From an optimization exercise on the open Yosys and OpenROAD flow, aimed at small area and a short achievable clock period; shortcuts taken in it are not production practice.
The RTL was checked by simulation tests, not by an equivalence proof against the original design.
Power is estimated from default activity; no workload was simulated.

Design fp_logarithm, start of the top module:
module fp_logarithm(in_val, clk, ln_output, rst);
input  [31:0] in_val;
input         clk, rst;
output [31:0] ln_output;
localparam [20:0] K8 = 21'h162E43;    
reg [28:0] cX;     
reg [1:0]  m10;    
wire [22:0] cM = {~cX[27:7], m10};
reg [7:0]  cE;
reg [3:0]  st;
reg [33:0] accr;    
reg [31:0] outr;
reg        a2d;
reg [2:0]  h;
reg        sel4, sel1, sel0, sel4n, sel1n, sel0n, xsub, lowf;
reg        one1, two1, neg1, one2, two2, neg2, holdr;
reg        one1n, two1n, neg1n, one2n, two2n, neg2n;
assign ln_output = outr;
always @(posedge clk) begin
  m10 <= in_val[1:0];
  cE <= in_val[30:23];
  st <= st + 4'd1;
end
wire e127c = (cE == 8'd127);
wire subc  = ~cE[7] & ~(&cE[6:0]);           
wire [6:0] ev = subc ? ~cE[6:0] : (cE[6:0] + 7'd1);
reg  [2:0] msbev;
always @* begin
  casez (ev)
    7'b1??????: msbev = 3'd6;
    7'b01?????: msbev = 3'd5;
    7'b001????: msbev = 3'd4;
    7'b0001???: msbev = 3'd3;
    7'b00001??: msbev = 3'd2;
    7'b000001?: msbev = 3'd1;
    default:    msbev = 3'd0;
  endcase
end
  ...
export LEC_CHECK = 0
export ABC_AREA = 1
export CAP_MARGIN = 20
export CORE_MARGIN = 2
export CORE_UTILIZATION = 65
export SLEW_MARGIN = 20
create_clock -name core_clock -period 16.0 [get_ports {clk}]
standard.sh (not shown) runs the stock make flow with config.mk's settings and CLKGATE_MAP_FILE= SYNTH_SCRIPT=/design/flow/synth_recipe.tcl, a recipe that flattens the netlist after the stock synthesis.
==> flow/flow/run.sh <==
#!/bin/bash
set -e
export BUFFER_PORTS_ARGS="-buffer_cell sky130_fd_sc_hd__buf_2"
export CTS_ARGS="-sink_clustering_enable -repair_clock_nets -buf_list sky130_fd_sc_hd__clkbuf_16 -dont_use_dummy_load"
bash standard.sh > standard.log 2>&1
The first run went through all stages and came out clean.
==> next run, changes <==
==> flow/flow/run.sh (replaced) <==
#!/bin/bash
set -e
ls -la > files.log 2>&1
cp standard.sh standard_sh.copy.log 2>/dev/null || true
export BUFFER_PORTS_ARGS="-buffer_cell sky130_fd_sc_hd__buf_2"
bash standard.sh > standard.log 2>&1
--- a/flow/config.mk
+++ b/flow/config.mk
@@ -9,4 +9,5 @@
 export CAP_MARGIN = 20
 export CORE_MARGIN = 2
-export CORE_UTILIZATION = 65
+export CORE_UTILIZATION = 75
+export PLACE_DENSITY = 0.75
 export SLEW_MARGIN = 20
The changed run finished with timing, DRC and antenna clean.
Total power came out higher by a little under a tenth.
Count of clock-buffer cells in the layout came out higher by 5.
Die area came out lower by roughly a tenth.
Setup slack degrades by 0.13 ns.
Clock power came out higher by a quarter to a third.
Critical path depth is unchanged.
Area after synthesis stays the same.
Via count came out higher by a little under a tenth.
Final area came out higher slightly.
==> next run, changes <==
--- a/flow/config.mk
+++ b/flow/config.mk
@@ -6,8 +6,6 @@
 export NUM_CORES = 4
 export LEC_CHECK = 0
-export ABC_AREA = 1
 export CAP_MARGIN = 20
 export CORE_MARGIN = 2
-export CORE_UTILIZATION = 75
-export PLACE_DENSITY = 0.75
+export CORE_UTILIZATION = 65
 export SLEW_MARGIN = 20
Worst setup slack is worse by 0.64 ns.
Combinational power increases by 20%.
Global-route usage shrinks by 11 points.
Worst hold slack degrades by 0.026 ns.
Clock power fell by 5.0%.
Sequential share of layout area barely changes.
==> next run, changes <==
==> flow/flow/run.sh (replaced) <==
#!/bin/bash
set -e
export BUFFER_PORTS_ARGS="-buffer_cell sky130_fd_sc_hd__buf_2"
export CTS_ARGS="-sink_clustering_enable -repair_clock_nets -buf_list sky130_fd_sc_hd__clkbuf_8 -dont_use_dummy_load"
bash standard.sh > standard.log 2>&1
--- a/flow/config.mk
+++ b/flow/config.mk
@@ -6,4 +6,5 @@
 export NUM_CORES = 4
 export LEC_CHECK = 0
+export ABC_AREA = 1
 export CAP_MARGIN = 20
 export CORE_MARGIN = 2
What happened:
- The changed run passed the timing, design-rule and antenna checks
- cell count went up by about 11%
- combinational power went down by about 20%
- design area went down by about 3%
- power went down by 21%
==> next run, changes <==
==> flow/run.sh (new file) <==
#!/bin/bash
# synth_recipe.tcl (not shown) runs the flow's synth.tcl, then flattens the netlist and writes it again
# the make line also repeats each setting of config.mk as NAME=value (left out here)
make -C /OpenROAD-flow-scripts/flow DESIGN_CONFIG=/design/flow/config.mk WORK_HOME=/design/flow/orfs CLKGATE_MAP_FILE= SYNTH_SCRIPT=/design/flow/synth_recipe.tcl finish
removed: flow/flow/run.sh
removed: flow/standard.sh
Routed wire length is higher by about 2.3%.
Final area is higher by about 6%.
Setup slack degrades by 0.26 ns.
Clock power is higher by about 80%.
Count of clock-buffer cells in the layout is higher by 2.
First-iteration DRC count is higher by about 15%.
Sequential power is about the same.
==> next run, changes <==
==> flow/flow/run.sh (new file) <==
#!/bin/bash
set -e
ls -la > files.log 2>&1
cp standard.sh standard_sh.copy.log 2>/dev/null || true
export BUFFER_PORTS_ARGS="-buffer_cell sky130_fd_sc_hd__buf_2"
bash standard.sh > standard.log 2>&1
==> flow/standard.sh (new file) <==
#!/bin/bash
# synth_recipe.tcl (not shown) runs the flow's synth.tcl, then flattens the netlist and writes it again
# the make line also repeats each setting of config.mk as NAME=value (left out here)
make -C /OpenROAD-flow-scripts/flow DESIGN_CONFIG=/design/flow/config.mk WORK_HOME=/design/flow/orfs CLKGATE_MAP_FILE= SYNTH_SCRIPT=/design/flow/synth_recipe.tcl "${@:-finish}"
--- a/flow/config.mk
+++ b/flow/config.mk
@@ -10,3 +10,3 @@
 export CORE_MARGIN = 2
 export CORE_UTILIZATION = 65
-export SLEW_MARGIN = 20
+export SLEW_MARGIN = 70
removed: flow/run.sh
Design area falls by 1.2%.
Maximum frequency rises by 6.6%.
Routed wire length rises by 0.90%.
Cell count stays flat.
Area after synthesis stays the same.
Total power rises by 2.7%.
Clock skew rises by 0.0045 ns.
Worst setup slack gets better by 0.28 ns.
Die area is unchanged.
Synthesized cell count stays the same.
Non-clock buffer count rises by 3.

---

The RTL this note starts from:
==> flow/design.v <==
`timescale 1ns / 1ps
module fp_logarithm(in_val, clk, ln_output, rst);
input  [31:0] in_val;
input         clk, rst;
output [31:0] ln_output;
localparam [20:0] K8 = 21'h162E43;    
reg [28:0] cX;     
reg [1:0]  m10;    
wire [22:0] cM = {~cX[27:7], m10};
reg [7:0]  cE;
reg [3:0]  st;
reg [33:0] accr;    
reg [31:0] outr;
reg        a2d;
reg [2:0]  h;
reg        sel4, sel1, sel0, sel4n, sel1n, sel0n, xsub, lowf;
reg        one1, two1, neg1, one2, two2, neg2, holdr;
reg        one1n, two1n, neg1n, one2n, two2n, neg2n;
assign ln_output = outr;
always @(posedge clk) begin
  m10 <= in_val[1:0];
  cE <= in_val[30:23];
  st <= st + 4'd1;
end
wire e127c = (cE == 8'd127);
wire subc  = ~cE[7] & ~(&cE[6:0]);           
wire [6:0] ev = subc ? ~cE[6:0] : (cE[6:0] + 7'd1);
reg  [2:0] msbev;
always @* begin
  casez (ev)
    7'b1??????: msbev = 3'd6;
    7'b01?????: msbev = 3'd5;
    7'b001????: msbev = 3'd4;
    7'b0001???: msbev = 3'd3;
    7'b00001??: msbev = 3'd2;
    7'b000001?: msbev = 3'd1;
    default:    msbev = 3'd0;
  endcase
end
wire [6:0] evn   = ev << (3'd6 - msbev);
wire       ovfc  = (evn >= 7'd93);
reg e127, e255, sub, ovf;
reg [2:0] delta;
always @(posedge clk) begin
  e127  <= e127c;
  e255  <= (cE == 8'd255);
  sub   <= subc;
  ovf   <= ovfc;
  delta <= msbev + {2'b0, ovfc};
end
wire [3:0]  ns   = st + 4'd1;
wire ldPA = (ns == 4'd11);
wire ldPB = (ns == 4'd12);
always @(posedge clk) begin
  if (ldPA)      cX <= ovf ? {8'b0, K8} : {7'b0, K8, 1'b0};
  else if (ldPB) cX <= ovf ? {4'b0, K8, 4'b0} : {3'b0, K8, 5'b0};
  else           cX <= {1'b1, ~in_val[22:2], 7'b0};
end
wire [24:0] mext = {1'b0, cM, 1'b0};
wire [8:0]  eext = {1'b0, evn, 1'b0};
reg  [4:0]  win;
reg         hnext;
always @* begin
  win = 5'd0;
  hnext = 1'b0;
  case (ns)
    4'd0: win = mext[4:0];
    4'd1: begin win = mext[8:4];   hnext = e127 & (cM[22:3]  == 20'd0); end
    4'd2: begin win = mext[12:8];  hnext = e127 & (cM[22:7]  == 16'd0); end
    4'd3: begin win = mext[16:12]; hnext = e127 & (cM[22:11] == 12'd0); end
    4'd4: begin win = mext[20:16]; hnext = e127 & (cM[22:15] == 8'd0);  end
    4'd5: begin win = mext[24:20]; hnext = e127 & (cM[22:19] == 4'd0);  end
    4'd11: win = e127 ? 5'd0 : eext[4:0];
    4'd12: win = e127 ? 5'd0 : eext[8:4];
    default: win = 5'd0;
  endcase
  if (hnext) win = 5'd0;
end
always @(posedge clk) begin
  one1 <= win[1] ^ win[0];
  two1 <= (win[2] & ~win[1] & ~win[0]) | (~win[2] & win[1] & win[0]);
  neg1 <= win[2] & ~(win[1] & win[0]);
  one2 <= win[3] ^ win[2];
  two2 <= (win[4] & ~win[3] & ~win[2]) | (~win[4] & win[3] & win[2]);
  neg2 <= win[4] & ~(win[3] & win[2]);
  one1n <= ~(win[1] ^ win[0]);
  two1n <= ~((win[2] & ~win[1] & ~win[0]) | (~win[2] & win[1] & win[0]));
  neg1n <= ~(win[2] & ~(win[1] & win[0]));
  one2n <= ~(win[3] ^ win[2]);
  two2n <= ~((win[4] & ~win[3] & ~win[2]) | (~win[4] & win[3] & win[2]));
  neg2n <= ~(win[4] & ~(win[3] & win[2]));
  holdr <= hnext;
end
reg isQ, isPA, isPB, isS0, isOut;
always @(posedge clk) begin
  isQ   <= (ns <= 4'd5);
  isPA  <= (ns == 4'd11);
  isPB  <= (ns == 4'd12);
  isS0  <= (ns == 4'd0);
  isOut <= (ns == 4'd13);
end
wire c1 = isQ & ~m10[1];
wire [28:0] X = cX;
wire [33:0] lowm = isQ ? 34'h7F : (isPB ? 34'hF : 34'h0);
wire [29:0] c1v  = {22'd0, c1, 7'd0};
wire [29:0] one1v = {{15{~one1n}}, {15{one1}}};
wire [29:0] two1v = {{15{~two1n}}, {15{two1}}};
wire [29:0] neg1v = {{15{~neg1n}}, {15{neg1}}};
wire [29:0] one2v = {{15{~one2n}}, {15{one2}}};
wire [29:0] two2v = {{15{~two2n}}, {15{two2}}};
wire [29:0] neg2v = {{15{~neg2n}}, {15{neg2}}};
wire [29:0] base1 = (one1v & {1'b0, X}) | (two1v & ({X, 1'b0} | c1v));
wire [29:0] base2 = (one2v & {1'b0, X}) | (two2v & ({X, 1'b0} | c1v));
wire [33:0] r1 = {{4{~neg1n}}, base1 ^ (neg1v & ~lowm[29:0])};
wire [33:0] r2 = {{4{~neg2n}}, base2 ^ (neg2v & ~lowm[29:0])};
wire a1 = (one1 | two1) & (neg1 ^ c1);
wire a2 = (one2 | two2) & (neg2 ^ c1);
wire [33:0] ex_a1 = isQ ? ({33'd0, a1} << 7) : (isPB ? ({33'd0, a1} << 4) : {33'd0, a1});
wire [33:0] ex_a2 = isPB ? ({33'd0, a2d} << 2) : ({33'd0, a2d} << 5);
wire [33:0] r2s = {r2[31:0], 2'b00} | ex_a1 | ex_a2;
wire mask = isPA & ~e127;
wire [29:0] s4v = {{15{~sel4n}}, {15{sel4}}};
wire [29:0] s1v = {{15{~sel1n}}, {15{sel1}}};
wire [29:0] s0v = {{15{~sel0n}}, {15{sel0}}};
wire [29:0] acc = (s4v & accr[33:4]) | (s1v & accr[30:1]) | (s0v & accr[29:0]);
wire [29:0] acc_in = {acc[29:4] ^ {26{xsub}}, lowf ? {4{sub}} : acc[3:0]};
wire cin = mask & sub;
wire [33:0] opa = {{4{acc_in[29]}}, acc_in};
wire [33:0] csa_s = opa ^ r1 ^ r2s;
wire [33:0] csa_c = {(opa[32:0] & r1[32:0]) | (opa[32:0] & r2s[32:0]) | (r1[32:0] & r2s[32:0]), cin};
wire [33:0] sum = csa_s + csa_c;
reg [1:0] shn, shr;
reg e127al;
always @* begin
  shn = 2'd0;
  if (ns <= 4'd5) shn = hnext ? 2'd0 : 2'd2;
  else if (~e127) case (ns)
    4'd6:  shn = delta[2] ? 2'd2 : 2'd0;
    4'd7, 4'd8: shn = delta[1] ? 2'd1 : 2'd0;
    4'd9:  shn = delta[0] ? 2'd1 : 2'd0;
    4'd12: shn = 2'd2;
    default: shn = 2'd0;
  endcase
end
always @(posedge clk) begin
  shr    <= shn;
  e127al <= e127 & (ns >= 4'd7) & (ns <= 4'd10);
end
wire ge24 = |acc[29:24];
wire [1:0] shs = e127al ? {1'b0, ge24} : shr;
always @(posedge clk) begin
  accr <= sum;
  sel4 <= (shs == 2'd2) & (ns != 4'd0);
  sel1 <= (shs == 2'd1) & (ns != 4'd0);
  sel0 <= (shs == 2'd0) & (ns != 4'd0);
  sel4n <= ~((shs == 2'd2) & (ns != 4'd0));
  sel1n <= ~((shs == 2'd1) & (ns != 4'd0));
  sel0n <= ~((shs == 2'd0) & (ns != 4'd0));
  xsub <= (ns == 4'd11) & ~e127 & sub;
  lowf <= (ns == 4'd11) & ~e127;
  a2d <= ((isQ & ~holdr) | isPA) ? a2 : 1'b0;
  if (isS0) h <= 3'd0;
  else if (e127al & ge24) h <= h + 3'd1;
end
wire [24:0] xv = acc[24:0];
reg  [22:0] field;
reg  [1:0]  pofs;  
always @* begin
  if (xv[24])      begin field = xv[23:1];                  pofs = 2'd3; end
  else if (xv[23]) begin field = {xv[22:1], 1'b0};          pofs = 2'd2; end
  else if (xv[22]) begin field = {xv[21:1], 2'b00};         pofs = 2'd1; end
  else             begin field = {xv[20:1], 3'b000};        pofs = 2'd0; end
end
wire [2:0] z = {2'b0, cM[22:3] == 20'd0} + {2'b0, cM[22:7] == 16'd0} + {2'b0, cM[22:11] == 12'd0}
             + {2'b0, cM[22:15] == 8'd0} + {2'b0, cM[22:19] == 4'd0};
wire [7:0] expo = e127 ? (8'd120 - {3'b0, z, 2'b00} + {5'b0, h} + {6'b0, pofs})
                       : (8'd124 + {5'b0, delta} + {6'b0, pofs});
always @(posedge clk) begin
  if (isOut) begin
    if (e255)                    outr <= 32'hcf317216;
    else if (e127 && cM == 23'd0) outr <= 32'h00800000;
    else                         outr <= {sub, expo, field};
  end
end
endmodule
clock: 16.0 ns
lec_check: 0
abc_area: 1
cap_margin: 20
core_margin: 2
core_utilization: 65
cts_buf_list: sky130_fd_sc_hd__clkbuf_8
cts_cluster_size: 24
slew_margin: 20
==> flow/flow/run.sh <==
#!/bin/bash
set -e
ls -la > files.log 2>&1
cp standard.sh standard_sh.copy.log 2>/dev/null || true
export BUFFER_PORTS_ARGS="-buffer_cell sky130_fd_sc_hd__buf_2"
bash standard.sh > standard.log 2>&1
The first run produced a clean layout.
Edit:
Settings changed: CTS_BUF_LIST sky130_fd_sc_hd__clkbuf_8 to unset, CTS_CLUSTER_SIZE 24 to unset.
=>
- design area increases by 1.6%
- power increases by 6.5%
- routed wire length increases by 0.66%
- final cell count is unchanged
- die area does not change
- sequential share of layout area decreases by 0.43 points
- count of clock-buffer cells in the layout increases by 2
- synthesized area stays the same
- worst hold slack stays flat
- non-clock buffer count stays the same
- synthesized cell count stays the same
Edit:
Settings changed: CORE_UTILIZATION 65 to 70, PLACE_DENSITY set to 0.8.
After rerunning: Count of clock-buffer cells in the layout went down by 1; worst hold slack degrades by 0.028 ns; sequential power is about the same; routed wire length decreases by 2.6%; design area falls by 0.76%; cell count shrinks by 1.6%; first-iteration DRC count went up by 2.2%; core utilization is higher by 3.9 points.
Edit:
==> flow/flow/run.sh (replaced) <==
#!/bin/bash
set -e
export BUFFER_PORTS_ARGS="-buffer_cell sky130_fd_sc_hd__buf_2"
export CTS_ARGS="-sink_clustering_enable -repair_clock_nets -buf_list {sky130_fd_sc_hd__clkbuf_4 sky130_fd_sc_hd__clkbuf_8} -dont_use_dummy_load"
bash standard.sh > standard.log 2>&1
Settings changed: CORE_UTILIZATION 70 to 65, PLACE_DENSITY 0.8 to unset.
Result:
- setup slack improved by 0.062 ns
- sequential power is about the same
- non-clock buffer count is unchanged
- die area rose by 7.4%
- worst hold slack is better by 0.029 ns
- via count is lower by 0.65%
- final area falls by 2.9%
- wire length goes up by 0.63%
- sequential share of layout area grows by 0.83 points
Edit:
==> flow/flow/run.sh (replaced) <==
#!/bin/bash
set -e
ls -la > files.log 2>&1
cp standard.sh standard_sh.copy.log 2>/dev/null || true
export BUFFER_PORTS_ARGS="-buffer_cell sky130_fd_sc_hd__buf_2"
bash standard.sh > standard.log 2>&1
Settings changed: GPL_TIMING_DRIVEN set to 1.
The changed run finished clean.
Cell count rose by 0.89%.
Sequential cell count does not change.
Wire length came out higher by 2.0%.
Worst setup slack gains 0.0081 ns.
Clock skew goes down by 0.015 ns.
Synthesized area is unchanged.
Final area went up by 3.8%.
Global-route usage goes up by 0.52 points.

## re-timing with driven ports
How much do the figures lean on ideal ports? The routed layouts below were timed once more, with nothing changed but the port constraints. Step 1: set_driving_cell puts a clkbuf_16 on clk and a buf_2 on each other input, an assumption about the parent block. Step 2, shift: input delay + t, output delay - t, t = (earliest + latest rising clock arrival at the registers) / 2. This alone moves slack from input paths to output paths. Slacks: no drivers / after step 1 / after step 2; pairs: no drivers / after step 1.
run	shift t [ns]	setup slack, ns	hold WS [ns]	clock arrival spread, ns	worst slew at a driven data input, ns
the first run of note 1	0.466	11.735 / 11.735 / 11.735	0.481 / 0.481 / 0.481	0.016 / 0.016	0.03
the second run of note 1	0.475	11.605 / 11.605 / 11.605	0.477 / 0.477 / 0.477	0.012 / 0.013	0.03
the third run of note 1	0.472	10.967 / 10.967 / 10.967	0.450 / 0.450 / 0.450	0.010 / 0.009	0.03
the fourth run of note 1	0.492	11.750 / 11.750 / 11.750	0.478 / 0.478 / 0.478	0.025 / 0.025	0.03
the fifth run of note 1	0.470	11.487 / 11.441 / 11.728	0.458 / 0.458 / 0.458	0.010 / 0.010	0.04
the sixth run of note 1	0.481	11.767 / 11.767 / 11.767	0.478 / 0.478 / 0.478	0.014 / 0.014	0.03
the first run of note 2	0.518	11.743 / 11.743 / 11.743	0.479 / 0.479 / 0.479	0.011 / 0.011	0.03
the second run of note 2	0.476	11.758 / 11.758 / 11.758	0.477 / 0.477 / 0.477	0.011 / 0.011	0.03
the third run of note 2	0.474	11.688 / 11.688 / 11.688	0.449 / 0.449 / 0.449	0.010 / 0.010	0.03
the fourth run of note 2	0.492	11.750 / 11.750 / 11.750	0.478 / 0.478 / 0.478	0.025 / 0.025	0.03
the fifth run of note 2	0.476	11.758 / 11.758 / 11.758	0.477 / 0.477 / 0.477	0.011 / 0.011	0.03
After both steps setup and hold are still met in every run listed.
